This design comes from an exercise in tuning for small area, a short achievable clock period and few clock cycles per item on the open sky130 flow, not from production work.
Function was not checked in any run shown here: the RTL went through the layout flow alone.

## flow/design.v (module list and top-level ports; edited modules follow where they fit)
// module Exp: 27 lines
// module sq32: 719 lines
// module mul32: 859 lines
// module fa: 4 lines
// module ha: 4 lines
module Exp(
    input clk,
    input rst,
    input [31:0] x,
    input [31:0] n,
    output [31:0] res,
    output done
);
  // ...
==> flow/flow/run.sh <==
#!/bin/bash
# The standard layout, with plain buffers (instead of the resizer's default
# pick) on the ports.
set -euo pipefail
export BUFFER_PORTS_ARGS="-buffer_cell sky130_fd_sc_hd__buf_1"
bash standard.sh > orfs_make.log 2>&1
==> flow/standard.sh <==
#!/bin/bash
# synth_recipe.tcl (not shown) runs the flow's synth.tcl, then flattens the netlist and writes it again
# the make line also repeats each setting of config.mk as NAME=value (left out here)
make -C /OpenROAD-flow-scripts/flow DESIGN_CONFIG=/design/flow/config.mk WORK_HOME=/design/flow/orfs CLKGATE_MAP_FILE= SYNTH_SCRIPT=/design/flow/synth_recipe.tcl "${@:-finish}"
==> flow/config.mk <==
export PLATFORM = sky130hd
export DESIGN_NAME = Exp
export DESIGN_NICKNAME = Exp
export VERILOG_FILES = /design/flow/design.v
export SDC_FILE = /design/flow/constraint.sdc
export NUM_CORES = 4
export LEC_CHECK = 0
export CAP_MARGIN = 20
export CORE_MARGIN = 2
export CORE_UTILIZATION = 45
export PLACE_DENSITY = 0.6
export SETUP_SLACK_MARGIN = 3.5
export SLEW_MARGIN = 20
export SYNTH_HIERARCHICAL = 1
==> flow/constraint.sdc <==
create_clock -name core_clock -period 10.0 [get_ports {clk}]
set_input_delay 2.0000 -clock core_clock [delete_from_list [all_inputs] [get_ports {clk}]]
set_output_delay 2.0000 -clock core_clock [all_outputs]
set_load 0.01 [all_outputs]
==> notes.md, run 1 <==
Clocking
The buffer levels on the longest clock path is 2. Once the clock tree was built, the setup fixing pass inserted 6 buffers. The hold buffer count at cts is 0.

Cells and area
Across the whole layout, storage elements account for 1930 sq um. In the final layout, non-clock buffers account for 4.69% of the cell area. The antenna diode count is 0. From synthesis to final layout, the design area changed by 7.27%.

Excluding fillers, the count of instances in the completed layout stands at 2873. The proportion of layout cells with a drive suffix above 1 is 9.83%.

Global route
Global routing consumed, over all layers together, 28.1% of the routing resources. For met1 alone, demand over resource in global routing was 37.3%. The layer with the highest usage after global routing is met2. The met2 track demand over resource in global routing is 45.6%.

Job
The count of maximum capacitance violations is 0.

Worst setup path
The kind of launch point of the worst setup path is a register. The critical path runs through a total of 19 cells. In this run the worst setup path begins at m[0]$_DFF_P_. The most common cell type on the critical path is sky130_fd_sc_hd__fa_1. For the worst setup path, the data required time is 10.27 ns. For the worst setup path, the data arrival time is 6.56 ns. The number of cells on the worst reg-to-reg path is 19. Traced cell by cell, the critical path runs through buf_16 > nand4b_1 > nand2_8 > a22oi_1 > xnor2_1 > fa_1 > fa_1 > fa_1 > fa_1 > fa_1 > ha_1 > and3_1 > or4_1 > o21ai_0 > a31oi_1 > a31o_2 > a311oi_1 > xnor2_1 > nor2b_1.

Placement
The HPWL reported at the end of detailed placement is 48100 um. At the placement stage, the worst setup path has a slack of 2.93 ns. In this run the tool buffered the top-level ports with 98 buffer cells.

STA
The routed design could run at a clock period as short as 6.29 ns. The final worst hold slack is 0.482 ns. Setup repair after global routing could not meet its margin everywhere. The hold violation count in the final report is 0.

Yosys
Of the total synthesized cell area, the portion taken by full adders, half adders and majority gates is 41.7%. For this run, the register share of the synthesized area comes to 8.78%. The synthesized netlist devotes 14.3% of its cell area to compound gates. The fraction of post-synthesis cell area in the top cell type by area is 35.9%.

The average instance in the mapped netlist occupies 9.81 sq um.

Detailed routing
The met3 layer wire length in the routed design is 5520 um. The routed design has 69600 um of wire.

Floorplanning
The die covers 50400 sq um. Across the placement rows, the number of tap cells is 615.

Worst hold path
The path with the worst hold slack has its endpoint at m[0]$_DFF_P_. In this run the most critical hold path is launched from m[1]$_DFF_P_.

Run status
The flow ran to the end and the layout has no timing, DRC or antenna violations.
==> module Exp, before the edit <==
module Exp(
    input clk,
    input rst,
    input [31:0] x,
    input [31:0] n,
    output [31:0] res,
    output done
);
    reg [31:0] b, r, m;
    wire [31:0] bq = b;
    wire [31:0] sq, pr;
    sq32 u_sq (.a(b), .y(sq));
    mul32 u_mul (.a(r), .b(bq), .e(m[0]), .y(pr));
    assign res = r;
    assign done = ~|m;
    always @(posedge clk) begin
        if (rst) begin
            b <= x;
            r <= 32'd1;
            m <= n;
        end else begin
            b <= sq;
            r <= pr;
            m <= m >> 1;
        end
    end
endmodule
==> module sq32, before the edit <==
module sq32(
    input [31:0] a,
    output [31:0] y
);
    wire [31:0] ra, rb;
    wire s1 = ~a[0];
    wire s2 = ~(a[0] & a[1]);
    wire s3 = ~(a[0] & a[2]);
    wire s4 = ~(a[0] & a[3]);
    wire s5 = ~(a[0] & a[4]);
    wire s6 = ~(a[0] & a[5]);
    wire s7 = ~(a[0] & a[6]);
    wire s8 = ~(a[0] & a[7]);
    wire s9 = ~(a[0] & a[8]);
    wire s10 = ~(a[0] & a[9]);
    wire s11 = ~(a[0] & a[10]);
    wire s12 = ~(a[0] & a[11]);
    wire s13 = ~(a[0] & a[12]);
    wire s14 = ~(a[0] & a[13]);
    wire s15 = ~(a[0] & a[14]);
    wire s16 = ~(a[0] & a[15]);
    wire s17 = ~(a[0] & a[16]);
    wire s18 = ~(a[0] & a[17]);
    wire s19 = ~(a[0] & a[18]);
    wire s20 = ~(a[0] & a[19]);
    wire s21 = ~(a[0] & a[20]);
    wire s22 = ~(a[0] & a[21]);
    wire s23 = ~(a[0] & a[22]);
    wire s24 = ~(a[0] & a[23]);
    wire s25 = ~(a[0] & a[24]);
    wire s26 = ~(a[0] & a[25]);
    wire s27 = ~(a[0] & a[26]);
    wire s28 = ~(a[0] & a[27]);
    wire s29 = ~(a[0] & a[28]);
    wire s30 = ~(a[0] & a[29]);
    wire s31 = ~(a[0] & a[30]);
    wire s32 = ~a[1];
    wire s33 = ~(a[1] & a[2]);
    wire s34 = ~(a[1] & a[3]);
    wire s35 = ~(a[1] & a[4]);
    wire s36 = ~(a[1] & a[5]);
    wire s37 = ~(a[1] & a[6]);
    wire s38 = ~(a[1] & a[7]);
    wire s39 = ~(a[1] & a[8]);
    wire s40 = ~(a[1] & a[9]);
    wire s41 = ~(a[1] & a[10]);
    wire s42 = ~(a[1] & a[11]);
    wire s43 = ~(a[1] & a[12]);
    wire s44 = ~(a[1] & a[13]);
    wire s45 = ~(a[1] & a[14]);
    wire s46 = ~(a[1] & a[15]);
    wire s47 = ~(a[1] & a[16]);
    wire s48 = ~(a[1] & a[17]);
    wire s49 = ~(a[1] & a[18]);
    wire s50 = ~(a[1] & a[19]);
    wire s51 = ~(a[1] & a[20]);
    wire s52 = ~(a[1] & a[21]);
    wire s53 = ~(a[1] & a[22]);
    wire s54 = ~(a[1] & a[23]);
    wire s55 = ~(a[1] & a[24]);
    wire s56 = ~(a[1] & a[25]);
    wire s57 = ~(a[1] & a[26]);
    wire s58 = ~(a[1] & a[27]);
    wire s59 = ~(a[1] & a[28]);
    wire s60 = ~(a[1] & a[29]);
    wire s61 = ~a[2];
    wire s62 = ~(a[2] & a[3]);
    wire s63 = ~(a[2] & a[4]);
    wire s64 = ~(a[2] & a[5]);
    wire s65 = ~(a[2] & a[6]);
    wire s66 = ~(a[2] & a[7]);
    wire s67 = ~(a[2] & a[8]);
    wire s68 = ~(a[2] & a[9]);
    wire s69 = ~(a[2] & a[10]);
    wire s70 = ~(a[2] & a[11]);
    wire s71 = ~(a[2] & a[12]);
    wire s72 = ~(a[2] & a[13]);
    wire s73 = ~(a[2] & a[14]);
    wire s74 = ~(a[2] & a[15]);
    wire s75 = ~(a[2] & a[16]);
    wire s76 = ~(a[2] & a[17]);
    wire s77 = ~(a[2] & a[18]);
    wire s78 = ~(a[2] & a[19]);
    wire s79 = ~(a[2] & a[20]);
    wire s80 = ~(a[2] & a[21]);
    wire s81 = ~(a[2] & a[22]);
    wire s82 = ~(a[2] & a[23]);
    wire s83 = ~(a[2] & a[24]);
    wire s84 = ~(a[2] & a[25]);
    wire s85 = ~(a[2] & a[26]);
    wire s86 = ~(a[2] & a[27]);
    wire s87 = ~(a[2] & a[28]);
    wire s88 = ~a[3];
    wire s89 = ~(a[3] & a[4]);
    wire s90 = ~(a[3] & a[5]);
    wire s91 = ~(a[3] & a[6]);
    wire s92 = ~(a[3] & a[7]);
    wire s93 = ~(a[3] & a[8]);
    wire s94 = ~(a[3] & a[9]);
    wire s95 = ~(a[3] & a[10]);
    wire s96 = ~(a[3] & a[11]);
    wire s97 = ~(a[3] & a[12]);
    wire s98 = ~(a[3] & a[13]);
    wire s99 = ~(a[3] & a[14]);
    wire s100 = ~(a[3] & a[15]);
    wire s101 = ~(a[3] & a[16]);
    wire s102 = ~(a[3] & a[17]);
    wire s103 = ~(a[3] & a[18]);
    wire s104 = ~(a[3] & a[19]);
    wire s105 = ~(a[3] & a[20]);
    wire s106 = ~(a[3] & a[21]);
    wire s107 = ~(a[3] & a[22]);
    wire s108 = ~(a[3] & a[23]);
    wire s109 = ~(a[3] & a[24]);
    wire s110 = ~(a[3] & a[25]);
    wire s111 = ~(a[3] & a[26]);
    wire s112 = ~(a[3] & a[27]);
    wire s113 = ~a[4];
    wire s114 = ~(a[4] & a[5]);
    wire s115 = ~(a[4] & a[6]);
    wire s116 = ~(a[4] & a[7]);
    wire s117 = ~(a[4] & a[8]);
    wire s118 = ~(a[4] & a[9]);
    wire s119 = ~(a[4] & a[10]);
    wire s120 = ~(a[4] & a[11]);
    wire s121 = ~(a[4] & a[12]);
    wire s122 = ~(a[4] & a[13]);
    wire s123 = ~(a[4] & a[14]);
    wire s124 = ~(a[4] & a[15]);
    wire s125 = ~(a[4] & a[16]);
    wire s126 = ~(a[4] & a[17]);
    wire s127 = ~(a[4] & a[18]);
    wire s128 = ~(a[4] & a[19]);
    wire s129 = ~(a[4] & a[20]);
    wire s130 = ~(a[4] & a[21]);
    wire s131 = ~(a[4] & a[22]);
    wire s132 = ~(a[4] & a[23]);
    wire s133 = ~(a[4] & a[24]);
    wire s134 = ~(a[4] & a[25]);
    wire s135 = ~(a[4] & a[26]);
    wire s136 = ~a[5];
    wire s137 = ~(a[5] & a[6]);
    wire s138 = ~(a[5] & a[7]);
    wire s139 = ~(a[5] & a[8]);
    wire s140 = ~(a[5] & a[9]);
    wire s141 = ~(a[5] & a[10]);
    wire s142 = ~(a[5] & a[11]);
    wire s143 = ~(a[5] & a[12]);
    wire s144 = ~(a[5] & a[13]);
    wire s145 = ~(a[5] & a[14]);
    wire s146 = ~(a[5] & a[15]);
    wire s147 = ~(a[5] & a[16]);
    wire s148 = ~(a[5] & a[17]);
    wire s149 = ~(a[5] & a[18]);
    wire s150 = ~(a[5] & a[19]);
    wire s151 = ~(a[5] & a[20]);
    wire s152 = ~(a[5] & a[21]);
    wire s153 = ~(a[5] & a[22]);
    wire s154 = ~(a[5] & a[23]);
    wire s155 = ~(a[5] & a[24]);
    wire s156 = ~(a[5] & a[25]);
    wire s157 = ~a[6];
    wire s158 = ~(a[6] & a[7]);
    wire s159 = ~(a[6] & a[8]);
    wire s160 = ~(a[6] & a[9]);
    wire s161 = ~(a[6] & a[10]);
    wire s162 = ~(a[6] & a[11]);
    wire s163 = ~(a[6] & a[12]);
    wire s164 = ~(a[6] & a[13]);
    wire s165 = ~(a[6] & a[14]);
    wire s166 = ~(a[6] & a[15]);
    wire s167 = ~(a[6] & a[16]);
    wire s168 = ~(a[6] & a[17]);
    wire s169 = ~(a[6] & a[18]);
    wire s170 = ~(a[6] & a[19]);
    wire s171 = ~(a[6] & a[20]);
    wire s172 = ~(a[6] & a[21]);
    wire s173 = ~(a[6] & a[22]);
    wire s174 = ~(a[6] & a[23]);
    wire s175 = ~(a[6] & a[24]);
    wire s176 = ~a[7];
    wire s177 = ~(a[7] & a[8]);
    wire s178 = ~(a[7] & a[9]);
    wire s179 = ~(a[7] & a[10]);
    wire s180 = ~(a[7] & a[11]);
    wire s181 = ~(a[7] & a[12]);
    wire s182 = ~(a[7] & a[13]);
    wire s183 = ~(a[7] & a[14]);
    wire s184 = ~(a[7] & a[15]);
    wire s185 = ~(a[7] & a[16]);
    wire s186 = ~(a[7] & a[17]);
    wire s187 = ~(a[7] & a[18]);
    wire s188 = ~(a[7] & a[19]);
    wire s189 = ~(a[7] & a[20]);
    wire s190 = ~(a[7] & a[21]);
    wire s191 = ~(a[7] & a[22]);
    wire s192 = ~(a[7] & a[23]);
    wire s193 = ~a[8];
    wire s194 = ~(a[8] & a[9]);
    wire s195 = ~(a[8] & a[10]);
    wire s196 = ~(a[8] & a[11]);
    wire s197 = ~(a[8] & a[12]);
    wire s198 = ~(a[8] & a[13]);
    wire s199 = ~(a[8] & a[14]);
    wire s200 = ~(a[8] & a[15]);
    wire s201 = ~(a[8] & a[16]);
    wire s202 = ~(a[8] & a[17]);
    wire s203 = ~(a[8] & a[18]);
    wire s204 = ~(a[8] & a[19]);
    wire s205 = ~(a[8] & a[20]);
    wire s206 = ~(a[8] & a[21]);
    wire s207 = ~(a[8] & a[22]);
    wire s208 = ~a[9];
    wire s209 = ~(a[9] & a[10]);
    wire s210 = ~(a[9] & a[11]);
    wire s211 = ~(a[9] & a[12]);
    wire s212 = ~(a[9] & a[13]);
    wire s213 = ~(a[9] & a[14]);
    wire s214 = ~(a[9] & a[15]);
    wire s215 = ~(a[9] & a[16]);
    wire s216 = ~(a[9] & a[17]);
    wire s217 = ~(a[9] & a[18]);
    wire s218 = ~(a[9] & a[19]);
    wire s219 = ~(a[9] & a[20]);
    wire s220 = ~(a[9] & a[21]);
    wire s221 = ~a[10];
    wire s222 = ~(a[10] & a[11]);
    wire s223 = ~(a[10] & a[12]);
    wire s224 = ~(a[10] & a[13]);
    wire s225 = ~(a[10] & a[14]);
    wire s226 = ~(a[10] & a[15]);
    wire s227 = ~(a[10] & a[16]);
    wire s228 = ~(a[10] & a[17]);
    wire s229 = ~(a[10] & a[18]);
    wire s230 = ~(a[10] & a[19]);
    wire s231 = ~(a[10] & a[20]);
    wire s232 = ~a[11];
    wire s233 = ~(a[11] & a[12]);
    wire s234 = ~(a[11] & a[13]);
    wire s235 = ~(a[11] & a[14]);
    wire s236 = ~(a[11] & a[15]);
    wire s237 = ~(a[11] & a[16]);
    wire s238 = ~(a[11] & a[17]);
    wire s239 = ~(a[11] & a[18]);
    wire s240 = ~(a[11] & a[19]);
    wire s241 = ~a[12];
    wire s242 = ~(a[12] & a[13]);
    wire s243 = ~(a[12] & a[14]);
    wire s244 = ~(a[12] & a[15]);
    wire s245 = ~(a[12] & a[16]);
    wire s246 = ~(a[12] & a[17]);
    wire s247 = ~(a[12] & a[18]);
    wire s248 = ~a[13];
    wire s249 = ~(a[13] & a[14]);
    wire s250 = ~(a[13] & a[15]);
    wire s251 = ~(a[13] & a[16]);
    wire s252 = ~(a[13] & a[17]);
    wire s253 = ~a[14];
    wire s254 = ~(a[14] & a[15]);
    wire s255 = ~(a[14] & a[16]);
    wire s256 = ~a[15];
    wire s257, s258;
    fa u_s257 (.a(s248), .b(s26), .c(1'b1), .s(s257), .co(s258));
    wire s259, s260;
    fa u_s259 (.a(s27), .b(s56), .c(1'b1), .s(s259), .co(s260));
    wire s261, s262;
    fa u_s261 (.a(s253), .b(s28), .c(s57), .s(s261), .co(s262));
    wire s263, s264;
    fa u_s263 (.a(s84), .b(s109), .c(1'b1), .s(s263), .co(s264));
    wire s265, s266;
    fa u_s265 (.a(s29), .b(s58), .c(s85), .s(s265), .co(s266));
    wire s267, s268;
    fa u_s267 (.a(s110), .b(s133), .c(1'b1), .s(s267), .co(s268));
    wire s269, s270;
    fa u_s269 (.a(s256), .b(s30), .c(s59), .s(s269), .co(s270));
    wire s271, s272;
    fa u_s271 (.a(s86), .b(s111), .c(s134), .s(s271), .co(s272));
    wire s273, s274;
    fa u_s273 (.a(s155), .b(s174), .c(1'b1), .s(s273), .co(s274));
    wire s275, s276;
    fa u_s275 (.a(s208), .b(s18), .c(1'b1), .s(s275), .co(s276));
    wire s277, s278;
    fa u_s277 (.a(s19), .b(s48), .c(1'b1), .s(s277), .co(s278));
    wire s279, s280;
    fa u_s279 (.a(s221), .b(s20), .c(s49), .s(s279), .co(s280));
    wire s281, s282;
    fa u_s281 (.a(s76), .b(s101), .c(1'b1), .s(s281), .co(s282));
    wire s283, s284;
    fa u_s283 (.a(s21), .b(s50), .c(s77), .s(s283), .co(s284));
    wire s285, s286;
    fa u_s285 (.a(s102), .b(s125), .c(1'b1), .s(s285), .co(s286));
    wire s287, s288;
    fa u_s287 (.a(s232), .b(s22), .c(s51), .s(s287), .co(s288));
    wire s289, s290;
    fa u_s289 (.a(s78), .b(s103), .c(s126), .s(s289), .co(s290));
    wire s291, s292;
    fa u_s291 (.a(s147), .b(s166), .c(1'b1), .s(s291), .co(s292));
    wire s293, s294;
    fa u_s293 (.a(s23), .b(s52), .c(s79), .s(s293), .co(s294));
    wire s295, s296;
    fa u_s295 (.a(s104), .b(s127), .c(s148), .s(s295), .co(s296));
    wire s297, s298;
    fa u_s297 (.a(s167), .b(s184), .c(1'b1), .s(s297), .co(s298));
    wire s299, s300;
    fa u_s299 (.a(s241), .b(s24), .c(s53), .s(s299), .co(s300));
    wire s301, s302;
    fa u_s301 (.a(s80), .b(s105), .c(s128), .s(s301), .co(s302));
    wire s303, s304;
    fa u_s303 (.a(s149), .b(s168), .c(s185), .s(s303), .co(s304));
    wire s305, s306;
    fa u_s305 (.a(s200), .b(s213), .c(1'b1), .s(s305), .co(s306));
    wire s307, s308;
    fa u_s307 (.a(s25), .b(s54), .c(s81), .s(s307), .co(s308));
    wire s309, s310;
    fa u_s309 (.a(s106), .b(s129), .c(s150), .s(s309), .co(s310));
    wire s311, s312;
    fa u_s311 (.a(s169), .b(s186), .c(s201), .s(s311), .co(s312));
    wire s313, s314;
    fa u_s313 (.a(s214), .b(s225), .c(1'b1), .s(s313), .co(s314));
    wire s315, s316;
    fa u_s315 (.a(s55), .b(s82), .c(s107), .s(s315), .co(s316));
    wire s317, s318;
    fa u_s317 (.a(s130), .b(s151), .c(s170), .s(s317), .co(s318));
    wire s319, s320;
    fa u_s319 (.a(s187), .b(s202), .c(s215), .s(s319), .co(s320));
    wire s321, s322;
    fa u_s321 (.a(s226), .b(s235), .c(s242), .s(s321), .co(s322));
    wire s323, s324;
    fa u_s323 (.a(s83), .b(s108), .c(s131), .s(s323), .co(s324));
    wire s325, s326;
    fa u_s325 (.a(s152), .b(s171), .c(s188), .s(s325), .co(s326));
    wire s327, s328;
    fa u_s327 (.a(s203), .b(s216), .c(s227), .s(s327), .co(s328));
    wire s329, s330;
    fa u_s329 (.a(s236), .b(s243), .c(s259), .s(s329), .co(s330));
    wire s331, s332;
    fa u_s331 (.a(s132), .b(s153), .c(s172), .s(s331), .co(s332));
    wire s333, s334;
    fa u_s333 (.a(s189), .b(s204), .c(s217), .s(s333), .co(s334));
    wire s335, s336;
    fa u_s335 (.a(s228), .b(s237), .c(s244), .s(s335), .co(s336));
    wire s337, s338;
    fa u_s337 (.a(s249), .b(s263), .c(s260), .s(s337), .co(s338));
    wire s339, s340;
    fa u_s339 (.a(s154), .b(s173), .c(s190), .s(s339), .co(s340));
    wire s341, s342;
    fa u_s341 (.a(s205), .b(s218), .c(s229), .s(s341), .co(s342));
    wire s343, s344;
    fa u_s343 (.a(s238), .b(s245), .c(s250), .s(s343), .co(s344));
    wire s345, s346;
    fa u_s345 (.a(s267), .b(s262), .c(s264), .s(s345), .co(s346));
    wire s347, s348;
    fa u_s347 (.a(s191), .b(s206), .c(s219), .s(s347), .co(s348));
    wire s349, s350;
    fa u_s349 (.a(s230), .b(s239), .c(s246), .s(s349), .co(s350));
    wire s351, s352;
    fa u_s351 (.a(s251), .b(s254), .c(s273), .s(s351), .co(s352));
    wire s353, s354;
    fa u_s353 (.a(s266), .b(s268), .c(s269), .s(s353), .co(s354));
    wire s355, s356;
    fa u_s355 (.a(s157), .b(s12), .c(1'b1), .s(s355), .co(s356));
    wire s357, s358;
    fa u_s357 (.a(s13), .b(s42), .c(1'b1), .s(s357), .co(s358));
    wire s359, s360;
    fa u_s359 (.a(s176), .b(s14), .c(s43), .s(s359), .co(s360));
    wire s361, s362;
    fa u_s361 (.a(s70), .b(s95), .c(1'b1), .s(s361), .co(s362));
    wire s363, s364;
    fa u_s363 (.a(s15), .b(s44), .c(s71), .s(s363), .co(s364));
    wire s365, s366;
    fa u_s365 (.a(s96), .b(s119), .c(1'b1), .s(s365), .co(s366));
    wire s367, s368;
    fa u_s367 (.a(s193), .b(s16), .c(s45), .s(s367), .co(s368));
    wire s369, s370;
    fa u_s369 (.a(s72), .b(s97), .c(s120), .s(s369), .co(s370));
    wire s371, s372;
    fa u_s371 (.a(s141), .b(s160), .c(1'b1), .s(s371), .co(s372));
    wire s373, s374;
    fa u_s373 (.a(s17), .b(s46), .c(s73), .s(s373), .co(s374));
    wire s375, s376;
    fa u_s375 (.a(s98), .b(s121), .c(s142), .s(s375), .co(s376));
    wire s377, s378;
    fa u_s377 (.a(s161), .b(s178), .c(1'b1), .s(s377), .co(s378));
    wire s379, s380;
    fa u_s379 (.a(s47), .b(s74), .c(s99), .s(s379), .co(s380));
    wire s381, s382;
    fa u_s381 (.a(s122), .b(s143), .c(s162), .s(s381), .co(s382));
    wire s383, s384;
    fa u_s383 (.a(s179), .b(s194), .c(s275), .s(s383), .co(s384));
    wire s385, s386;
    fa u_s385 (.a(s75), .b(s100), .c(s123), .s(s385), .co(s386));
    wire s387, s388;
    fa u_s387 (.a(s144), .b(s163), .c(s180), .s(s387), .co(s388));
    wire s389, s390;
    fa u_s389 (.a(s195), .b(s277), .c(s276), .s(s389), .co(s390));
    wire s391, s392;
    fa u_s391 (.a(s124), .b(s145), .c(s164), .s(s391), .co(s392));
    wire s393, s394;
    fa u_s393 (.a(s181), .b(s196), .c(s209), .s(s393), .co(s394));
    wire s395, s396;
    fa u_s395 (.a(s281), .b(s278), .c(s279), .s(s395), .co(s396));
    wire s397, s398;
    fa u_s397 (.a(s146), .b(s165), .c(s182), .s(s397), .co(s398));
    wire s399, s400;
    fa u_s399 (.a(s197), .b(s210), .c(s285), .s(s399), .co(s400));
    wire s401, s402;
    fa u_s401 (.a(s280), .b(s282), .c(s283), .s(s401), .co(s402));
    wire s403, s404;
    fa u_s403 (.a(s183), .b(s198), .c(s211), .s(s403), .co(s404));
    wire s405, s406;
    fa u_s405 (.a(s222), .b(s291), .c(s284), .s(s405), .co(s406));
    wire s407, s408;
    fa u_s407 (.a(s286), .b(s287), .c(s289), .s(s407), .co(s408));
    wire s409, s410;
    fa u_s409 (.a(s199), .b(s212), .c(s223), .s(s409), .co(s410));
    wire s411, s412;
    fa u_s411 (.a(s297), .b(s288), .c(s290), .s(s411), .co(s412));
    wire s413, s414;
    fa u_s413 (.a(s292), .b(s293), .c(s295), .s(s413), .co(s414));
    wire s415, s416;
    fa u_s415 (.a(s224), .b(s233), .c(s305), .s(s415), .co(s416));
    wire s417, s418;
    fa u_s417 (.a(s294), .b(s296), .c(s298), .s(s417), .co(s418));
    wire s419, s420;
    fa u_s419 (.a(s299), .b(s301), .c(s303), .s(s419), .co(s420));
    wire s421, s422;
    fa u_s421 (.a(s234), .b(s313), .c(s300), .s(s421), .co(s422));
    wire s423, s424;
    fa u_s423 (.a(s302), .b(s304), .c(s306), .s(s423), .co(s424));
    wire s425, s426;
    fa u_s425 (.a(s307), .b(s309), .c(s311), .s(s425), .co(s426));
    wire s427, s428;
    fa u_s427 (.a(s257), .b(s308), .c(s310), .s(s427), .co(s428));
    wire s429, s430;
    fa u_s429 (.a(s312), .b(s314), .c(s315), .s(s429), .co(s430));
    wire s431, s432;
    fa u_s431 (.a(s317), .b(s319), .c(s321), .s(s431), .co(s432));
    wire s433, s434;
    fa u_s433 (.a(s316), .b(s318), .c(s320), .s(s433), .co(s434));
    wire s435, s436;
    fa u_s435 (.a(s322), .b(s258), .c(s323), .s(s435), .co(s436));
    wire s437, s438;
    fa u_s437 (.a(s325), .b(s327), .c(s329), .s(s437), .co(s438));
    wire s439, s440;
    fa u_s439 (.a(s324), .b(s326), .c(s328), .s(s439), .co(s440));
    wire s441, s442;
    fa u_s441 (.a(s331), .b(s333), .c(s335), .s(s441), .co(s442));
    wire s443, s444;
    fa u_s443 (.a(s261), .b(s330), .c(s337), .s(s443), .co(s444));
    wire s445, s446;
    fa u_s445 (.a(s332), .b(s334), .c(s336), .s(s445), .co(s446));
    wire s447, s448;
    fa u_s447 (.a(s339), .b(s341), .c(s343), .s(s447), .co(s448));
    wire s449, s450;
    fa u_s449 (.a(s265), .b(s338), .c(s345), .s(s449), .co(s450));
    wire s451, s452;
    fa u_s451 (.a(s340), .b(s342), .c(s344), .s(s451), .co(s452));
    wire s453, s454;
    fa u_s453 (.a(s347), .b(s349), .c(s271), .s(s453), .co(s454));
    wire s455, s456;
    fa u_s455 (.a(s346), .b(s351), .c(s353), .s(s455), .co(s456));
    wire s457, s458;
    fa u_s457 (.a(s113), .b(s8), .c(1'b1), .s(s457), .co(s458));
    wire s459, s460;
    fa u_s459 (.a(s9), .b(s38), .c(1'b1), .s(s459), .co(s460));
    wire s461, s462;
    fa u_s461 (.a(s136), .b(s10), .c(s39), .s(s461), .co(s462));
    wire s463, s464;
    fa u_s463 (.a(s66), .b(s91), .c(1'b1), .s(s463), .co(s464));
    wire s465, s466;
    fa u_s465 (.a(s11), .b(s40), .c(s67), .s(s465), .co(s466));
    wire s467, s468;
    fa u_s467 (.a(s92), .b(s115), .c(1'b1), .s(s467), .co(s468));
    wire s469, s470;
    fa u_s469 (.a(s41), .b(s68), .c(s93), .s(s469), .co(s470));
    wire s471, s472;
    fa u_s471 (.a(s116), .b(s137), .c(s355), .s(s471), .co(s472));
    wire s473, s474;
    fa u_s473 (.a(s69), .b(s94), .c(s117), .s(s473), .co(s474));
    wire s475, s476;
    fa u_s475 (.a(s138), .b(s357), .c(s356), .s(s475), .co(s476));
    wire s477, s478;
    fa u_s477 (.a(s118), .b(s139), .c(s158), .s(s477), .co(s478));
    wire s479, s480;
    fa u_s479 (.a(s361), .b(s358), .c(s359), .s(s479), .co(s480));
    wire s481, s482;
    fa u_s481 (.a(s140), .b(s159), .c(s365), .s(s481), .co(s482));
    wire s483, s484;
    fa u_s483 (.a(s360), .b(s362), .c(s363), .s(s483), .co(s484));
    wire s485, s486;
    fa u_s485 (.a(s177), .b(s371), .c(s364), .s(s485), .co(s486));
    wire s487, s488;
    fa u_s487 (.a(s366), .b(s367), .c(s369), .s(s487), .co(s488));
    wire s489, s490;
    fa u_s489 (.a(s377), .b(s368), .c(s370), .s(s489), .co(s490));
    wire s491, s492;
    fa u_s491 (.a(s372), .b(s373), .c(s375), .s(s491), .co(s492));
    wire s493, s494;
    fa u_s493 (.a(s374), .b(s376), .c(s378), .s(s493), .co(s494));
    wire s495, s496;
    fa u_s495 (.a(s379), .b(s381), .c(s383), .s(s495), .co(s496));
    wire s497, s498;
    fa u_s497 (.a(s380), .b(s382), .c(s385), .s(s497), .co(s498));
    wire s499, s500;
    fa u_s499 (.a(s387), .b(s384), .c(s389), .s(s499), .co(s500));
    wire s501, s502;
    fa u_s501 (.a(s386), .b(s388), .c(s391), .s(s501), .co(s502));
    wire s503, s504;
    fa u_s503 (.a(s393), .b(s390), .c(s395), .s(s503), .co(s504));
    wire s505, s506;
    fa u_s505 (.a(s392), .b(s394), .c(s397), .s(s505), .co(s506));
    wire s507, s508;
    fa u_s507 (.a(s399), .b(s396), .c(s401), .s(s507), .co(s508));
    wire s509, s510;
    fa u_s509 (.a(s398), .b(s403), .c(s400), .s(s509), .co(s510));
    wire s511, s512;
    fa u_s511 (.a(s402), .b(s405), .c(s407), .s(s511), .co(s512));
    wire s513, s514;
    fa u_s513 (.a(s404), .b(s409), .c(s406), .s(s513), .co(s514));
    wire s515, s516;
    fa u_s515 (.a(s408), .b(s411), .c(s413), .s(s515), .co(s516));
    wire s517, s518;
    fa u_s517 (.a(s410), .b(s412), .c(s415), .s(s517), .co(s518));
    wire s519, s520;
    fa u_s519 (.a(s414), .b(s417), .c(s419), .s(s519), .co(s520));
    wire s521, s522;
    fa u_s521 (.a(s416), .b(s418), .c(s420), .s(s521), .co(s522));
    wire s523, s524;
    fa u_s523 (.a(s421), .b(s423), .c(s425), .s(s523), .co(s524));
    wire s525, s526;
    fa u_s525 (.a(s422), .b(s424), .c(s426), .s(s525), .co(s526));
    wire s527, s528;
    fa u_s527 (.a(s427), .b(s429), .c(s431), .s(s527), .co(s528));
    wire s529, s530;
    fa u_s529 (.a(s428), .b(s430), .c(s432), .s(s529), .co(s530));
    wire s531, s532;
    fa u_s531 (.a(s433), .b(s435), .c(s437), .s(s531), .co(s532));
    wire s533, s534;
    fa u_s533 (.a(s434), .b(s436), .c(s439), .s(s533), .co(s534));
    wire s535, s536;
    fa u_s535 (.a(s441), .b(s438), .c(s443), .s(s535), .co(s536));
    wire s537, s538;
    fa u_s537 (.a(s440), .b(s442), .c(s445), .s(s537), .co(s538));
    wire s539, s540;
    fa u_s539 (.a(s447), .b(s444), .c(s449), .s(s539), .co(s540));
    wire s541, s542;
    fa u_s541 (.a(s446), .b(s448), .c(s451), .s(s541), .co(s542));
    wire s543, s544;
    fa u_s543 (.a(s453), .b(s450), .c(s455), .s(s543), .co(s544));
    wire s545, s546;
    fa u_s545 (.a(s88), .b(s6), .c(1'b1), .s(s545), .co(s546));
    wire s547, s548;
    fa u_s547 (.a(s7), .b(s36), .c(1'b1), .s(s547), .co(s548));
    wire s549, s550;
    fa u_s549 (.a(s37), .b(s64), .c(s89), .s(s549), .co(s550));
    wire s551, s552;
    fa u_s551 (.a(s65), .b(s90), .c(s459), .s(s551), .co(s552));
    wire s553, s554;
    fa u_s553 (.a(s114), .b(s463), .c(s460), .s(s553), .co(s554));
    wire s555, s556;
    fa u_s555 (.a(s467), .b(s462), .c(s464), .s(s555), .co(s556));
    wire s557, s558;
    fa u_s557 (.a(s466), .b(s468), .c(s469), .s(s557), .co(s558));
    wire s559, s560;
    fa u_s559 (.a(s470), .b(s473), .c(s472), .s(s559), .co(s560));
    wire s561, s562;
    fa u_s561 (.a(s474), .b(s477), .c(s476), .s(s561), .co(s562));
    wire s563, s564;
    fa u_s563 (.a(s478), .b(s481), .c(s480), .s(s563), .co(s564));
    wire s565, s566;
    fa u_s565 (.a(s482), .b(s484), .c(s485), .s(s565), .co(s566));
    wire s567, s568;
    fa u_s567 (.a(s486), .b(s488), .c(s489), .s(s567), .co(s568));
    wire s569, s570;
    fa u_s569 (.a(s490), .b(s492), .c(s493), .s(s569), .co(s570));
    wire s571, s572;
    fa u_s571 (.a(s494), .b(s497), .c(s496), .s(s571), .co(s572));
    wire s573, s574;
    fa u_s573 (.a(s498), .b(s501), .c(s500), .s(s573), .co(s574));
    wire s575, s576;
    fa u_s575 (.a(s502), .b(s505), .c(s504), .s(s575), .co(s576));
    wire s577, s578;
    fa u_s577 (.a(s506), .b(s509), .c(s508), .s(s577), .co(s578));
    wire s579, s580;
    fa u_s579 (.a(s510), .b(s513), .c(s512), .s(s579), .co(s580));
    wire s581, s582;
    fa u_s581 (.a(s514), .b(s517), .c(s516), .s(s581), .co(s582));
    wire s583, s584;
    fa u_s583 (.a(s518), .b(s520), .c(s521), .s(s583), .co(s584));
    wire s585, s586;
    fa u_s585 (.a(s522), .b(s524), .c(s525), .s(s585), .co(s586));
    wire s587, s588;
    fa u_s587 (.a(s526), .b(s528), .c(s529), .s(s587), .co(s588));
    wire s589, s590;
    fa u_s589 (.a(s530), .b(s533), .c(s532), .s(s589), .co(s590));
    wire s591, s592;
    fa u_s591 (.a(s534), .b(s537), .c(s536), .s(s591), .co(s592));
    wire s593, s594;
    fa u_s593 (.a(s538), .b(s541), .c(s540), .s(s593), .co(s594));
    wire s595, s596;
    fa u_s595 (.a(s61), .b(s4), .c(1'b1), .s(s595), .co(s596));
    wire s597, s598;
    fa u_s597 (.a(s5), .b(s34), .c(1'b1), .s(s597), .co(s598));
    wire s599, s600;
    fa u_s599 (.a(s35), .b(s62), .c(s545), .s(s599), .co(s600));
    wire s601, s602;
    fa u_s601 (.a(s63), .b(s547), .c(s546), .s(s601), .co(s602));
    wire s603, s604;
    fa u_s603 (.a(s457), .b(s548), .c(s549), .s(s603), .co(s604));
    wire s605, s606;
    fa u_s605 (.a(s550), .b(s458), .c(s551), .s(s605), .co(s606));
    wire s607, s608;
    fa u_s607 (.a(s461), .b(s552), .c(s553), .s(s607), .co(s608));
    wire s609, s610;
    fa u_s609 (.a(s465), .b(s554), .c(s555), .s(s609), .co(s610));
    wire s611, s612;
    fa u_s611 (.a(s556), .b(s471), .c(s557), .s(s611), .co(s612));
    wire s613, s614;
    fa u_s613 (.a(s558), .b(s475), .c(s559), .s(s613), .co(s614));
    wire s615, s616;
    fa u_s615 (.a(s479), .b(s560), .c(s561), .s(s615), .co(s616));
    wire s617, s618;
    fa u_s617 (.a(s483), .b(s562), .c(s563), .s(s617), .co(s618));
    wire s619, s620;
    fa u_s619 (.a(s487), .b(s564), .c(s565), .s(s619), .co(s620));
    wire s621, s622;
    fa u_s621 (.a(s491), .b(s566), .c(s567), .s(s621), .co(s622));
    wire s623, s624;
    fa u_s623 (.a(s568), .b(s495), .c(s569), .s(s623), .co(s624));
    wire s625, s626;
    fa u_s625 (.a(s570), .b(s499), .c(s571), .s(s625), .co(s626));
    wire s627, s628;
    fa u_s627 (.a(s503), .b(s572), .c(s573), .s(s627), .co(s628));
    wire s629, s630;
    fa u_s629 (.a(s507), .b(s574), .c(s575), .s(s629), .co(s630));
    wire s631, s632;
    fa u_s631 (.a(s511), .b(s576), .c(s577), .s(s631), .co(s632));
    wire s633, s634;
    fa u_s633 (.a(s515), .b(s578), .c(s579), .s(s633), .co(s634));
    wire s635, s636;
    fa u_s635 (.a(s519), .b(s580), .c(s581), .s(s635), .co(s636));
    wire s637, s638;
    fa u_s637 (.a(s523), .b(s582), .c(s583), .s(s637), .co(s638));
    wire s639, s640;
    fa u_s639 (.a(s527), .b(s584), .c(s585), .s(s639), .co(s640));
    wire s641, s642;
    fa u_s641 (.a(s586), .b(s531), .c(s587), .s(s641), .co(s642));
    wire s643, s644;
    fa u_s643 (.a(s588), .b(s535), .c(s589), .s(s643), .co(s644));
    wire s645, s646;
    fa u_s645 (.a(s539), .b(s590), .c(s591), .s(s645), .co(s646));
    wire s647, s648;
    fa u_s647 (.a(s543), .b(s592), .c(s593), .s(s647), .co(s648));
    assign ra[0] = s1;
    assign rb[0] = 1'b1;
    assign ra[1] = 1'b1;
    assign rb[1] = 1'b1;
    assign ra[2] = s32;
    assign rb[2] = s2;
    assign ra[3] = s3;
    assign rb[3] = 1'b1;
    assign ra[4] = s595;
    assign rb[4] = s33;
    assign ra[5] = s596;
    assign rb[5] = s597;
    assign ra[6] = s598;
    assign rb[6] = s599;
    assign ra[7] = s600;
    assign rb[7] = s601;
    assign ra[8] = s602;
    assign rb[8] = s603;
    assign ra[9] = s604;
    assign rb[9] = s605;
    assign ra[10] = s606;
    assign rb[10] = s607;
    assign ra[11] = s608;
    assign rb[11] = s609;
    assign ra[12] = s610;
    assign rb[12] = s611;
    assign ra[13] = s612;
    assign rb[13] = s613;
    assign ra[14] = s614;
    assign rb[14] = s615;
    assign ra[15] = s616;
    assign rb[15] = s617;
    assign ra[16] = s618;
    assign rb[16] = s619;
    assign ra[17] = s620;
    assign rb[17] = s621;
    assign ra[18] = s622;
    assign rb[18] = s623;
    assign ra[19] = s624;
    assign rb[19] = s625;
    assign ra[20] = s626;
    assign rb[20] = s627;
    assign ra[21] = s628;
    assign rb[21] = s629;
    assign ra[22] = s630;
    assign rb[22] = s631;
    assign ra[23] = s632;
    assign rb[23] = s633;
    assign ra[24] = s634;
    assign rb[24] = s635;
    assign ra[25] = s636;
    assign rb[25] = s637;
    assign ra[26] = s638;
    assign rb[26] = s639;
    assign ra[27] = s640;
    assign rb[27] = s641;
    assign ra[28] = s642;
    assign rb[28] = s643;
    assign ra[29] = s644;
    assign rb[29] = s645;
    assign ra[30] = s646;
    assign rb[30] = s647;
    assign ra[31] = ~(~(s31 ^ s60 ^ s87 ^ s112 ^ s135 ^ s156 ^ s175 ^ s192 ^ s207 ^ s220 ^ s231 ^ s240 ^ s247 ^ s252 ^ s255 ^ s270 ^ s272 ^ s274 ^ s348 ^ s350 ^ s352 ^ s354 ^ s452 ^ s454 ^ s456 ^ s542 ^ s544 ^ s594 ^ s648));
    assign rb[31] = 1'b1;
    assign y = ~(ra + rb + 32'd1);
endmodule
==> inputs of run 2 (changes only) <==
--- a/flow/design.v
+++ b/flow/design.v
@@ -10,7 +10,8 @@
     wire [31:0] bq = b;
     wire [31:0] sq, pr;
     sq32 u_sq (.a(b), .y(sq));
-    mul32 u_mul (.a(r), .b(bq), .e(m[0]), .y(pr));
+    wire [31:0] bm = m[0] ? bq : 32'd1;
+    mul32 u_mul (.a(r), .b(bm), .y(pr));
     assign res = r;
     assign done = ~|m;
     always @(posedge clk) begin
@@ -740,20 +741,75 @@
     assign rb[29] = s645;
     assign ra[30] = s646;
     assign rb[30] = s647;
-    assign ra[31] = ~(~(s31 ^ s60 ^ s87 ^ s112 ^ s135 ^ s156 ^ s175 ^ s192 ^ s207 ^ s220 ^ s231 ^ s240 ^ s247 ^ s252 ^ s255 ^ s270 ^ s272 ^ s274 ^ s348 ^ s350 ^ s352 ^ s354 ^ s452 ^ s454 ^ s456 ^ s542 ^ s544 ^ s594 ^ s648));
+    wire s649;
+    x2 u_s649 (.a(s31), .b(s60), .y(s649));
+    wire s650;
+    x2 u_s650 (.a(s87), .b(s112), .y(s650));
+    wire s651;
+    x2 u_s651 (.a(s135), .b(s156), .y(s651));
+    wire s652;
+    x2 u_s652 (.a(s175), .b(s192), .y(s652));
+    wire s653;
+    x2 u_s653 (.a(s207), .b(s220), .y(s653));
+    wire s654;
+    x2 u_s654 (.a(s231), .b(s240), .y(s654));
+    wire s655;
+    x2 u_s655 (.a(s247), .b(s252), .y(s655));
+    wire s656;
+    x2 u_s656 (.a(s255), .b(s649), .y(s656));
+    wire s657;
+    x2 u_s657 (.a(s650), .b(s651), .y(s657));
+    wire s658;
+    x2 u_s658 (.a(s652), .b(s653), .y(s658));
+    wire s659;
+    x2 u_s659 (.a(s654), .b(s655), .y(s659));
+    wire s660;
+    x2 u_s660 (.a(s270), .b(s272), .y(s660));
+    wire s661;
+    x2 u_s661 (.a(s274), .b(s348), .y(s661));
+    wire s662;
+    x2 u_s662 (.a(s350), .b(s656), .y(s662));
+    wire s663;
+    x2 u_s663 (.a(s657), .b(s658), .y(s663));
+    wire s664;
+    x2 u_s664 (.a(s659), .b(s660), .y(s664));
+    wire s665;
+    x2 u_s665 (.a(s661), .b(s662), .y(s665));
+    wire s666;
+    x2 u_s666 (.a(s663), .b(s352), .y(s666));
+    wire s667;
+    x2 u_s667 (.a(s452), .b(s664), .y(s667));
+    wire s668;
+    x2 u_s668 (.a(s354), .b(s454), .y(s668));
+    wire s669;
+    x2 u_s669 (.a(s665), .b(s666), .y(s669));
+    wire s670;
+    x2 u_s670 (.a(s667), .b(s668), .y(s670));
+    wire s671;
+    x2 u_s671 (.a(s669), .b(s542), .y(s671));
+    wire s672;
+    x2 u_s672 (.a(s456), .b(s670), .y(s672));
+    wire s673;
+    x2 u_s673 (.a(s671), .b(s672), .y(s673));
+    wire s674;
+    x2 u_s674 (.a(s673), .b(s544), .y(s674));
+    wire s675;
+    x2 u_s675 (.a(s674), .b(s594), .y(s675));
+    wire s676;
+    x2 u_s676 (.a(s675), .b(s648), .y(s676));
+    assign ra[31] = s676;
     assign rb[31] = 1'b1;
     assign y = ~(ra + rb + 32'd1);
 endmodule
 module mul32(
     input [31:0] a,
     input [31:0] b,
-    input e,
     output [31:0] y
 );
     wire [31:0] ra, rb;
-    wire one0 = (b[0] ^ 1'b0) | ~e;
-    wire two0 = ((b[1] & ~b[0] & ~1'b0) | (~b[1] & b[0] & 1'b0)) & e;
-    wire neg0 = b[1] & ~(b[0] & 1'b0) & e;
+    wire one0 = b[0] ^ 1'b0;
+    wire two0 = ((b[1] & ~b[0] & ~1'b0) | (~b[1] & b[0] & 1'b0));
+    wire neg0 = b[1] & ~(b[0] & 1'b0);
     wire m1 = (one0 & a[0]) ^ neg0;
     wire m2 = (one0 & a[1] | two0 & a[0]) ^ neg0;
     wire m3 = (one0 & a[2] | two0 & a[1]) ^ neg0;
@@ -787,9 +843,9 @@
     wire m31 = (one0 & a[30] | two0 & a[29]) ^ neg0;
     wire m32 = (one0 & a[31] | two0 & a[30]) ^ neg0;
     wire m33 = neg0;
-    wire one1 = (b[2] ^ b[1]) & e;
-    wire two1 = ((b[3] & ~b[2] & ~b[1]) | (~b[3] & b[2] & b[1])) & e;
-    wire neg1 = b[3] & ~(b[2] & b[1]) & e;
+    wire one1 = b[2] ^ b[1];
+    wire two1 = ((b[3] & ~b[2] & ~b[1]) | (~b[3] & b[2] & b[1]));
+    wire neg1 = b[3] & ~(b[2] & b[1]);
     wire m34 = (one1 & a[0]) ^ neg1;
     wire m35 = (one1 & a[1] | two1 & a[0]) ^ neg1;
     wire m36 = (one1 & a[2] | two1 & a[1]) ^ neg1;
@@ -821,9 +877,9 @@
     wire m62 = (one1 & a[28] | two1 & a[27]) ^ neg1;
     wire m63 = (one1 & a[29] | two1 & a[28]) ^ neg1;
     wire m64 = neg1;
-    wire one2 = (b[4] ^ b[3]) & e;
-    wire two2 = ((b[5] & ~b[4] & ~b[3]) | (~b[5] & b[4] & b[3])) & e;
-    wire neg2 = b[5] & ~(b[4] & b[3]) & e;
+    wire one2 = b[4] ^ b[3];
+    wire two2 = ((b[5] & ~b[4] & ~b[3]) | (~b[5] & b[4] & b[3]));
+    wire neg2 = b[5] & ~(b[4] & b[3]);
     wire m65 = (one2 & a[0]) ^ neg2;
     wire m66 = (one2 & a[1] | two2 & a[0]) ^ neg2;
     wire m67 = (one2 & a[2] | two2 & a[1]) ^ neg2;
@@ -853,9 +909,9 @@
     wire m91 = (one2 & a[26] | two2 & a[25]) ^ neg2;
     wire m92 = (one2 & a[27] | two2 & a[26]) ^ neg2;
     wire m93 = neg2;
-    wire one3 = (b[6] ^ b[5]) & e;
-    wire two3 = ((b[7] & ~b[6] & ~b[5]) | (~b[7] & b[6] & b[5])) & e;
-    wire neg3 = b[7] & ~(b[6] & b[5]) & e;
+    wire one3 = b[6] ^ b[5];
+    wire two3 = ((b[7] & ~b[6] & ~b[5]) | (~b[7] & b[6] & b[5]));
+    wire neg3 = b[7] & ~(b[6] & b[5]);
     wire m94 = (one3 & a[0]) ^ neg3;
     wire m95 = (one3 & a[1] | two3 & a[0]) ^ neg3;
     wire m96 = (one3 & a[2] | two3 & a[1]) ^ neg3;
@@ -883,9 +939,9 @@
     wire m118 = (one3 & a[24] | two3 & a[23]) ^ neg3;
     wire m119 = (one3 & a[25] | two3 & a[24]) ^ neg3;
     wire m120 = neg3;
-    wire one4 = (b[8] ^ b[7]) & e;
-    wire two4 = ((b[9] & ~b[8] & ~b[7]) | (~b[9] & b[8] & b[7])) & e;
-    wire neg4 = b[9] & ~(b[8] & b[7]) & e;
+    wire one4 = b[8] ^ b[7];
+    wire two4 = ((b[9] & ~b[8] & ~b[7]) | (~b[9] & b[8] & b[7]));
+    wire neg4 = b[9] & ~(b[8] & b[7]);
     wire m121 = (one4 & a[0]) ^ neg4;
     wire m122 = (one4 & a[1] | two4 & a[0]) ^ neg4;
     wire m123 = (one4 & a[2] | two4 & a[1]) ^ neg4;
@@ -911,9 +967,9 @@
     wire m143 = (one4 & a[22] | two4 & a[21]) ^ neg4;
     wire m144 = (one4 & a[23] | two4 & a[22]) ^ neg4;
     wire m145 = neg4;
-    wire one5 = (b[10] ^ b[9]) & e;
-    wire two5 = ((b[11] & ~b[10] & ~b[9]) | (~b[11] & b[10] & b[9])) & e;
-    wire neg5 = b[11] & ~(b[10] & b[9]) & e;
+    wire one5 = b[10] ^ b[9];
+    wire two5 = ((b[11] & ~b[10] & ~b[9]) | (~b[11] & b[10] & b[9]));
+    wire neg5 = b[11] & ~(b[10] & b[9]);
     wire m146 = (one5 & a[0]) ^ neg5;
     wire m147 = (one5 & a[1] | two5 & a[0]) ^ neg5;
     wire m148 = (one5 & a[2] | two5 & a[1]) ^ neg5;
@@ -937,9 +993,9 @@
     wire m166 = (one5 & a[20] | two5 & a[19]) ^ neg5;
     wire m167 = (one5 & a[21] | two5 & a[20]) ^ neg5;
     wire m168 = neg5;
-    wire one6 = (b[12] ^ b[11]) & e;
-    wire two6 = ((b[13] & ~b[12] & ~b[11]) | (~b[13] & b[12] & b[11])) & e;
-    wire neg6 = b[13] & ~(b[12] & b[11]) & e;
+    wire one6 = b[12] ^ b[11];
+    wire two6 = ((b[13] & ~b[12] & ~b[11]) | (~b[13] & b[12] & b[11]));
+    wire neg6 = b[13] & ~(b[12] & b[11]);
     wire m169 = (one6 & a[0]) ^ neg6;
     wire m170 = (one6 & a[1] | two6 & a[0]) ^ neg6;
     wire m171 = (one6 & a[2] | two6 & a[1]) ^ neg6;
@@ -961,9 +1017,9 @@
     wire m187 = (one6 & a[18] | two6 & a[17]) ^ neg6;
     wire m188 = (one6 & a[19] | two6 & a[18]) ^ neg6;
     wire m189 = neg6;
-    wire one7 = (b[14] ^ b[13]) & e;
-    wire two7 = ((b[15] & ~b[14] & ~b[13]) | (~b[15] & b[14] & b[13])) & e;
-    wire neg7 = b[15] & ~(b[14] & b[13]) & e;
+    wire one7 = b[14] ^ b[13];
+    wire two7 = ((b[15] & ~b[14] & ~b[13]) | (~b[15] & b[14] & b[13]));
+    wire neg7 = b[15] & ~(b[14] & b[13]);
     wire m190 = (one7 & a[0]) ^ neg7;
     wire m191 = (one7 & a[1] | two7 & a[0]) ^ neg7;
     wire m192 = (one7 & a[2] | two7 & a[1]) ^ neg7;
@@ -983,9 +1039,9 @@
     wire m206 = (one7 & a[16] | two7 & a[15]) ^ neg7;
     wire m207 = (one7 & a[17] | two7 & a[16]) ^ neg7;
     wire m208 = neg7;
-    wire one8 = (b[16] ^ b[15]) & e;
-    wire two8 = ((b[17] & ~b[16] & ~b[15]) | (~b[17] & b[16] & b[15])) & e;
-    wire neg8 = b[17] & ~(b[16] & b[15]) & e;
+    wire one8 = b[16] ^ b[15];
+    wire two8 = ((b[17] & ~b[16] & ~b[15]) | (~b[17] & b[16] & b[15]));
+    wire neg8 = b[17] & ~(b[16] & b[15]);
     wire m209 = (one8 & a[0]) ^ neg8;
     wire m210 = (one8 & a[1] | two8 & a[0]) ^ neg8;
     wire m211 = (one8 & a[2] | two8 & a[1]) ^ neg8;
@@ -1003,9 +1059,9 @@
     wire m223 = (one8 & a[14] | two8 & a[13]) ^ neg8;
     wire m224 = (one8 & a[15] | two8 & a[14]) ^ neg8;
     wire m225 = neg8;
-    wire one9 = (b[18] ^ b[17]) & e;
-    wire two9 = ((b[19] & ~b[18] & ~b[17]) | (~b[19] & b[18] & b[17])) & e;
-    wire neg9 = b[19] & ~(b[18] & b[17]) & e;
+    wire one9 = b[18] ^ b[17];
+    wire two9 = ((b[19] & ~b[18] & ~b[17]) | (~b[19] & b[18] & b[17]));
+    wire neg9 = b[19] & ~(b[18] & b[17]);
     wire m226 = (one9 & a[0]) ^ neg9;
     wire m227 = (one9 & a[1] | two9 & a[0]) ^ neg9;
     wire m228 = (one9 & a[2] | two9 & a[1]) ^ neg9;
@@ -1021,9 +1077,9 @@
     wire m238 = (one9 & a[12] | two9 & a[11]) ^ neg9;
     wire m239 = (one9 & a[13] | two9 & a[12]) ^ neg9;
     wire m240 = neg9;
-    wire one10 = (b[20] ^ b[19]) & e;
-    wire two10 = ((b[21] & ~b[20] & ~b[19]) | (~b[21] & b[20] & b[19])) & e;
-    wire neg10 = b[21] & ~(b[20] & b[19]) & e;
+    wire one10 = b[20] ^ b[19];
+    wire two10 = ((b[21] & ~b[20] & ~b[19]) | (~b[21] & b[20] & b[19]));
+    wire neg10 = b[21] & ~(b[20] & b[19]);
     wire m241 = (one10 & a[0]) ^ neg10;
     wire m242 = (one10 & a[1] | two10 & a[0]) ^ neg10;
     wire m243 = (one10 & a[2] | two10 & a[1]) ^ neg10;
@@ -1037,9 +1093,9 @@
     wire m251 = (one10 & a[10] | two10 & a[9]) ^ neg10;
     wire m252 = (one10 & a[11] | two10 & a[10]) ^ neg10;
     wire m253 = neg10;
-    wire one11 = (b[22] ^ b[21]) & e;
-    wire two11 = ((b[23] & ~b[22] & ~b[21]) | (~b[23] & b[22] & b[21])) & e;
-    wire neg11 = b[23] & ~(b[22] & b[21]) & e;
+    wire one11 = b[22] ^ b[21];
+    wire two11 = ((b[23] & ~b[22] & ~b[21]) | (~b[23] & b[22] & b[21]));
+    wire neg11 = b[23] & ~(b[22] & b[21]);
     wire m254 = (one11 & a[0]) ^ neg11;
     wire m255 = (one11 & a[1] | two11 & a[0]) ^ neg11;
     wire m256 = (one11 & a[2] | two11 & a[1]) ^ neg11;
@@ -1051,9 +1107,9 @@
     wire m262 = (one11 & a[8] | two11 & a[7]) ^ neg11;
     wire m263 = (one11 & a[9] | two11 & a[8]) ^ neg11;
     wire m264 = neg11;
-    wire one12 = (b[24] ^ b[23]) & e;
-    wire two12 = ((b[25] & ~b[24] & ~b[23]) | (~b[25] & b[24] & b[23])) & e;
-    wire neg12 = b[25] & ~(b[24] & b[23]) & e;
+    wire one12 = b[24] ^ b[23];
+    wire two12 = ((b[25] & ~b[24] & ~b[23]) | (~b[25] & b[24] & b[23]));
+    wire neg12 = b[25] & ~(b[24] & b[23]);
     wire m265 = (one12 & a[0]) ^ neg12;
     wire m266 = (one12 & a[1] | two12 & a[0]) ^ neg12;
     wire m267 = (one12 & a[2] | two12 & a[1]) ^ neg12;
@@ -1063,9 +1119,9 @@
     wire m271 = (one12 & a[6] | two12 & a[5]) ^ neg12;
     wire m272 = (one12 & a[7] | two12 & a[6]) ^ neg12;
     wire m273 = neg12;
-    wire one13 = (b[26] ^ b[25]) & e;
-    wire two13 = ((b[27] & ~b[26] & ~b[25]) | (~b[27] & b[26] & b[25])) & e;
-    wire neg13 = b[27] & ~(b[26] & b[25]) & e;
+    wire one13 = b[26] ^ b[25];
+    wire two13 = ((b[27] & ~b[26] & ~b[25]) | (~b[27] & b[26] & b[25]));
+    wire neg13 = b[27] & ~(b[26] & b[25]);
     wire m274 = (one13 & a[0]) ^ neg13;
     wire m275 = (one13 & a[1] | two13 & a[0]) ^ neg13;
     wire m276 = (one13 & a[2] | two13 & a[1]) ^ neg13;
@@ -1073,17 +1129,17 @@
     wire m278 = (one13 & a[4] | two13 & a[3]) ^ neg13;
     wire m279 = (one13 & a[5] | two13 & a[4]) ^ neg13;
     wire m280 = neg13;
-    wire one14 = (b[28] ^ b[27]) & e;
-    wire two14 = ((b[29] & ~b[28] & ~b[27]) | (~b[29] & b[28] & b[27])) & e;
-    wire neg14 = b[29] & ~(b[28] & b[27]) & e;
+    wire one14 = b[28] ^ b[27];
+    wire two14 = ((b[29] & ~b[28] & ~b[27]) | (~b[29] & b[28] & b[27]));
+    wire neg14 = b[29] & ~(b[28] & b[27]);
     wire m281 = (one14 & a[0]) ^ neg14;
     wire m282 = (one14 & a[1] | two14 & a[0]) ^ neg14;
     wire m283 = (one14 & a[2] | two14 & a[1]) ^ neg14;
     wire m284 = (one14 & a[3] | two14 & a[2]) ^ neg14;
     wire m285 = neg14;
-    wire one15 = (b[30] ^ b[29]) & e;
-    wire two15 = ((b[31] & ~b[30] & ~b[29]) | (~b[31] & b[30] & b[29])) & e;
-    wire neg15 = b[31] & ~(b[30] & b[29]) & e;
+    wire one15 = b[30] ^ b[29];
+    wire two15 = ((b[31] & ~b[30] & ~b[29]) | (~b[31] & b[30] & b[29]));
+    wire neg15 = b[31] & ~(b[30] & b[29]);
     wire m286 = (one15 & a[0]) ^ neg15;
     wire m287 = (one15 & a[1] | two15 & a[0]) ^ neg15;
     wire m288 = neg15;
@@ -1599,7 +1655,67 @@
     assign rb[29] = m735;
     assign ra[30] = m736;
     assign rb[30] = m737;
-    assign ra[31] = m32 ^ m63 ^ m92 ^ m119 ^ m144 ^ m167 ^ m188 ^ m207 ^ m224 ^ m239 ^ m252 ^ m263 ^ m272 ^ m279 ^ m284 ^ m287 ^ m314 ^ m316 ^ m318 ^ m320 ^ m410 ^ m412 ^ m414 ^ m416 ^ m526 ^ m528 ^ m530 ^ m624 ^ m626 ^ m680 ^ m738;
+    wire m739;
+    x2 u_m739 (.a(m32), .b(m63), .y(m739));
+    wire m740;
+    x2 u_m740 (.a(m92), .b(m119), .y(m740));
+    wire m741;
+    x2 u_m741 (.a(m144), .b(m167), .y(m741));
+    wire m742;
+    x2 u_m742 (.a(m188), .b(m207), .y(m742));
+    wire m743;
+    x2 u_m743 (.a(m224), .b(m239), .y(m743));
+    wire m744;
+    x2 u_m744 (.a(m252), .b(m263), .y(m744));
+    wire m745;
+    x2 u_m745 (.a(m272), .b(m279), .y(m745));
+    wire m746;
+    x2 u_m746 (.a(m284), .b(m287), .y(m746));
+    wire m747;
+    x2 u_m747 (.a(m739), .b(m740), .y(m747));
+    wire m748;
+    x2 u_m748 (.a(m741), .b(m742), .y(m748));
+    wire m749;
+    x2 u_m749 (.a(m743), .b(m744), .y(m749));
+    wire m750;
+    x2 u_m750 (.a(m745), .b(m746), .y(m750));
+    wire m751;
+    x2 u_m751 (.a(m314), .b(m316), .y(m751));
+    wire m752;
+    x2 u_m752 (.a(m318), .b(m320), .y(m752));
+    wire m753;
+    x2 u_m753 (.a(m410), .b(m412), .y(m753));
+    wire m754;
+    x2 u_m754 (.a(m747), .b(m748), .y(m754));
+    wire m755;
+    x2 u_m755 (.a(m749), .b(m750), .y(m755));
+    wire m756;
+    x2 u_m756 (.a(m751), .b(m752), .y(m756));
+    wire m757;
+    x2 u_m757 (.a(m753), .b(m754), .y(m757));
+    wire m758;
+    x2 u_m758 (.a(m755), .b(m414), .y(m758));
+    wire m759;
+    x2 u_m759 (.a(m756), .b(m416), .y(m759));
+    wire m760;
+    x2 u_m760 (.a(m526), .b(m757), .y(m760));
+    wire m761;
+    x2 u_m761 (.a(m758), .b(m759), .y(m761));
+    wire m762;
+    x2 u_m762 (.a(m760), .b(m528), .y(m762));
+    wire m763;
+    x2 u_m763 (.a(m530), .b(m761), .y(m763));
+    wire m764;
+    x2 u_m764 (.a(m762), .b(m763), .y(m764));
+    wire m765;
+    x2 u_m765 (.a(m624), .b(m626), .y(m765));
+    wire m766;
+    x2 u_m766 (.a(m764), .b(m765), .y(m766));
+    wire m767;
+    x2 u_m767 (.a(m680), .b(m766), .y(m767));
+    wire m768;
+    x2 u_m768 (.a(m767), .b(m738), .y(m768));
+    assign ra[31] = m768;
     assign rb[31] = 1'b0;
     assign y = ra + rb;
 endmodule
@@ -1607,6 +1723,9 @@
     assign s = a ^ b ^ c;
     assign co = (a & b) | (a & c) | (b & c);
 endmodule
+module x2(input a, input b, output y);
+    assign y = a ^ b;
+endmodule
 module ha(input a, input b, output s, output co);
     assign s = a ^ b;
     assign co = a & b;
==> run 2 against run 1 <==
  * Still clean on timing, DRC and antenna
  * Flip-flop and latch count is the same
  * Final cell count up 1.9%
  * Non-clock buffer count fell by 16
  * Final area is 0.61% lower
==> notes.md, run 2 <==
Worst hold path
The type of the most critical hold path was reg -> reg (unchanged).

Global route
The number of global-route vias before repair came to 18300 (was 18700). The initial antenna violation count came to 0 (unchanged). The residual overflow from global routing is 0 (unchanged).

Cells and area
The proportion of layout cells with a drive suffix above 1 is 8.30% (was 9.83%). The filler-free cell count of the finished design was 2929 (was 2873). Regs by FF count: b x32, m x32, r x32 (unchanged). The combined flip-flop and latch cell area is 1930 sq um (about the same). The antenna diode count came to 0 (unchanged).

The post-layout instance area was 23300 sq um (was 23500 sq um).

Detailed routing
The wire length reported by the detailed router is 65500 um (was 69600 um).

STA
The total of endpoints with negative setup slack in the final report is 0 (unchanged). The max-slew headroom at the worst pin is 32.3% (was 18.9%). The hold violation count in the final report is 0 (unchanged). The ratio of final minimum period to clock period is 62.2% (was 62.9%). The minimum clock period was 6.22 ns (was 6.29 ns).

Setup repair after global routing missed its margin: false (was true).

Placement
The count of buffers inserted at the top-level ports was 98 (unchanged). The HPWL reported at the end of detailed placement is 48300 um (was 48100 um).

Clocking
The buffer type at the clock tree root is sky130_fd_sc_hd__clkbuf_16 (unchanged).

Run status
Run status: no timing/DRC/antenna violations (unchanged).

Yosys
The mean instance size in the synthesized netlist is 9.52 sq um (was 9.81 sq um). The number of enable flip-flop cells after synthesis came to 0 (unchanged). The sequential cell area fraction in the yosys report is 8.76% (was 8.78%).

The fraction of post-synthesis cell area in the top cell type by area came to 35.8% (was 35.9%).

Floorplanning
The floorplan die height is 225 um (about the same). The count of pins on the block boundary was 99 (unchanged). The die area was 50500 sq um (was 50400 sq um). The initial core utilization is 45.7% (about the same).

Worst setup path
The signal arrival time at the worst endpoint is 6.47 ns (was 6.56 ns). Cells traversed along the worst timing path: buf_4 > and2_1 > ha_1 > buf_4 > a22oi_1 > xnor2_1 > fa_1 > fa_1 > fa_1 > fa_1 > fa_1 > ha_1 > a21o_1 > a21o_1 > a21oi_1 > o211ai_1 > o21ai_2 > o21ai_1 > a21oi_1 > xnor2_1 > nor2b_1 (was buf_16 > nand4b_1 > nand2_8 > a22oi_1 > xnor2_1 > fa_1 > fa_1 > fa_1 > fa_1 > fa_1 > ha_1 > and3_1 > or4_1 > o21ai_0 > a31oi_1 > a31o_2 > a311oi_1 > xnor2_1 > nor2b_1). The kind of launch point of the worst setup path is a register (unchanged).

Job
The count of maximum capacitance violations is 0 (unchanged).
==> run 2: cell types whose count changed after synthesis, moves of 17 or more <==
cell / change
sky130_fd_sc_hd__o221ai_1: -30
sky130_fd_sc_hd__a21oi_1: +69
sky130_fd_sc_hd__mux2i_1: -29
sky130_fd_sc_hd__nand2b_1: +24
sky130_fd_sc_hd__xnor2_1: -17
sky130_fd_sc_hd__o21ai_0: +20
sky130_fd_sc_hd__xor2_1: +53
sky130_fd_sc_hd__and2_1: +17
sky130_fd_sc_hd__nand2_1: -18
==> run 2: timing repair <==
| action | CTS | global route |
|---|---|---|
| pin swaps | 0 | 2 |
| hold buffers | 0 | 0 |
| resized for setup | 11 | 28 |
| setup buffers | 0 | 12 |
| cloned | 1 | 0 |
| setup endpoints to repair | 13 | 8 |
==> run 2: logic make-up (layout without fill, tap and decap cells) <==
family	Yosys count	after routing	synth area share [%]
adders and majority gates	496	496	41.7
AOI/OAI and AO/OA	489	489	15.3
other	2	28	0.0342
buffers and inverters	272	255	4.88
and+or+nand+nor	503	504	10.7
xor gates and xnor gates	383	383	15.3
DFF	96	96	8.76
muxes	63	63	3.35
==> run 2: per-stage QoR <==
stage / worst slack (ns) / hold slack (ns)
final: 3.78 / 0.483
after global routing: 3.51 / 0.500
after CTS: 3.52 / 0.489
after detailed placement: 2.75 / 0.471
after global placement: 2.91 / 0.463
after floorplan: 3.94 / 0.458
==> run 2: routing by layer <==
| metal | share of wire, % | vias to the layer above | track usage, % |
|---|---|---|---|
| met1 | 43 | 8831 | 35.5 |
| li1 | - | 7708 | - |
| met5 | 0 | - | 0 |
| met3 | 6.8 | 93 | 4.83 |
| met4 | 2.0 | 0 | 7.09 |
| met2 | 48 | 643 | 44.3 |
==> run 2: worst paths after layout <==
check / endpoint / slack [ns] / cells past startpoint / from
worst max-delay path: r[30]$_SDFF_PP0_ / 3.78 / 21 / b[4]$_DFF_P_
worst max register to register: r[30]$_SDFF_PP0_ / 3.78 / 21 / b[4]$_DFF_P_
worst min register to register: m[0]$_DFF_P_ / 0.48 / 1 / m[1]$_DFF_P_
worst min-delay path: m[0]$_DFF_P_ / 0.48 / 1 / m[1]$_DFF_P_
==> run 2: layout make-up <==
cell class              instances  share of cell area [%]
multi-input cells            1963                    82.0
flip-flops and latches         96                    8.27
repair buffers                162                    3.91
well taps                     615                    3.30
inverters                      77                    1.27
clock buffers                  10                   0.981
clock inverters                 6                   0.252
==> run 2: worst reg2reg max path, cell delays in order, from the launching register on <==
cell,delay (ns)
sky130_fd_sc_hd__dfxtp_1,0.30
sky130_fd_sc_hd__buf_4,0.25
sky130_fd_sc_hd__and2_1,0.25
sky130_fd_sc_hd__ha_1,0.28
sky130_fd_sc_hd__buf_4,0.35
sky130_fd_sc_hd__a22oi_1,0.18
sky130_fd_sc_hd__xnor2_1,0.20
sky130_fd_sc_hd__fa_1,0.63
sky130_fd_sc_hd__fa_1,0.46
sky130_fd_sc_hd__fa_1,0.40
sky130_fd_sc_hd__fa_1,0.54
sky130_fd_sc_hd__fa_1,0.42
sky130_fd_sc_hd__ha_1,0.36
sky130_fd_sc_hd__a21o_1,0.20
sky130_fd_sc_hd__a21o_1,0.17
sky130_fd_sc_hd__a21oi_1,0.25
sky130_fd_sc_hd__o211ai_1,0.15
sky130_fd_sc_hd__o21ai_2,0.23
sky130_fd_sc_hd__o21ai_1,0.08
sky130_fd_sc_hd__a21oi_1,0.21
sky130_fd_sc_hd__xnor2_1,0.08
sky130_fd_sc_hd__nor2b_1,0.12
==> run 2: per-module statistics from Yosys (local to each module, per instance) <==
module	flip-flops and latches	times used
x2	0	58
ha	0	29
sq32	0	1
fa	0	392
mul32	0	1
Exp	96	1

[re-timing with driven ports]
In the flow no input, the clock included, has a driving cell. The finished layouts below were timed again as built, in two steps.
Step 1: set_driving_cell puts a clkbuf_16 on clk and a buf_2 on each other input, an assumption about the parent block.
Step 2 also shifts input and output timing later by t, the mid clock arrival at the registers, as if the neighbouring blocks saw the same clock.
Slacks: ideal ports / drivers / drivers and shift; pairs: ideal ports / drivers.
run	t, ns	slack for setup (ns)	hold WS [ns]
run 1	0.453	3.712 / 3.712 / 3.712	0.482 / 0.482 / 0.482
run 2	0.446	3.780 / 3.780 / 3.780	0.483 / 0.483 / 0.483
After both steps setup and hold are still met in every run listed.
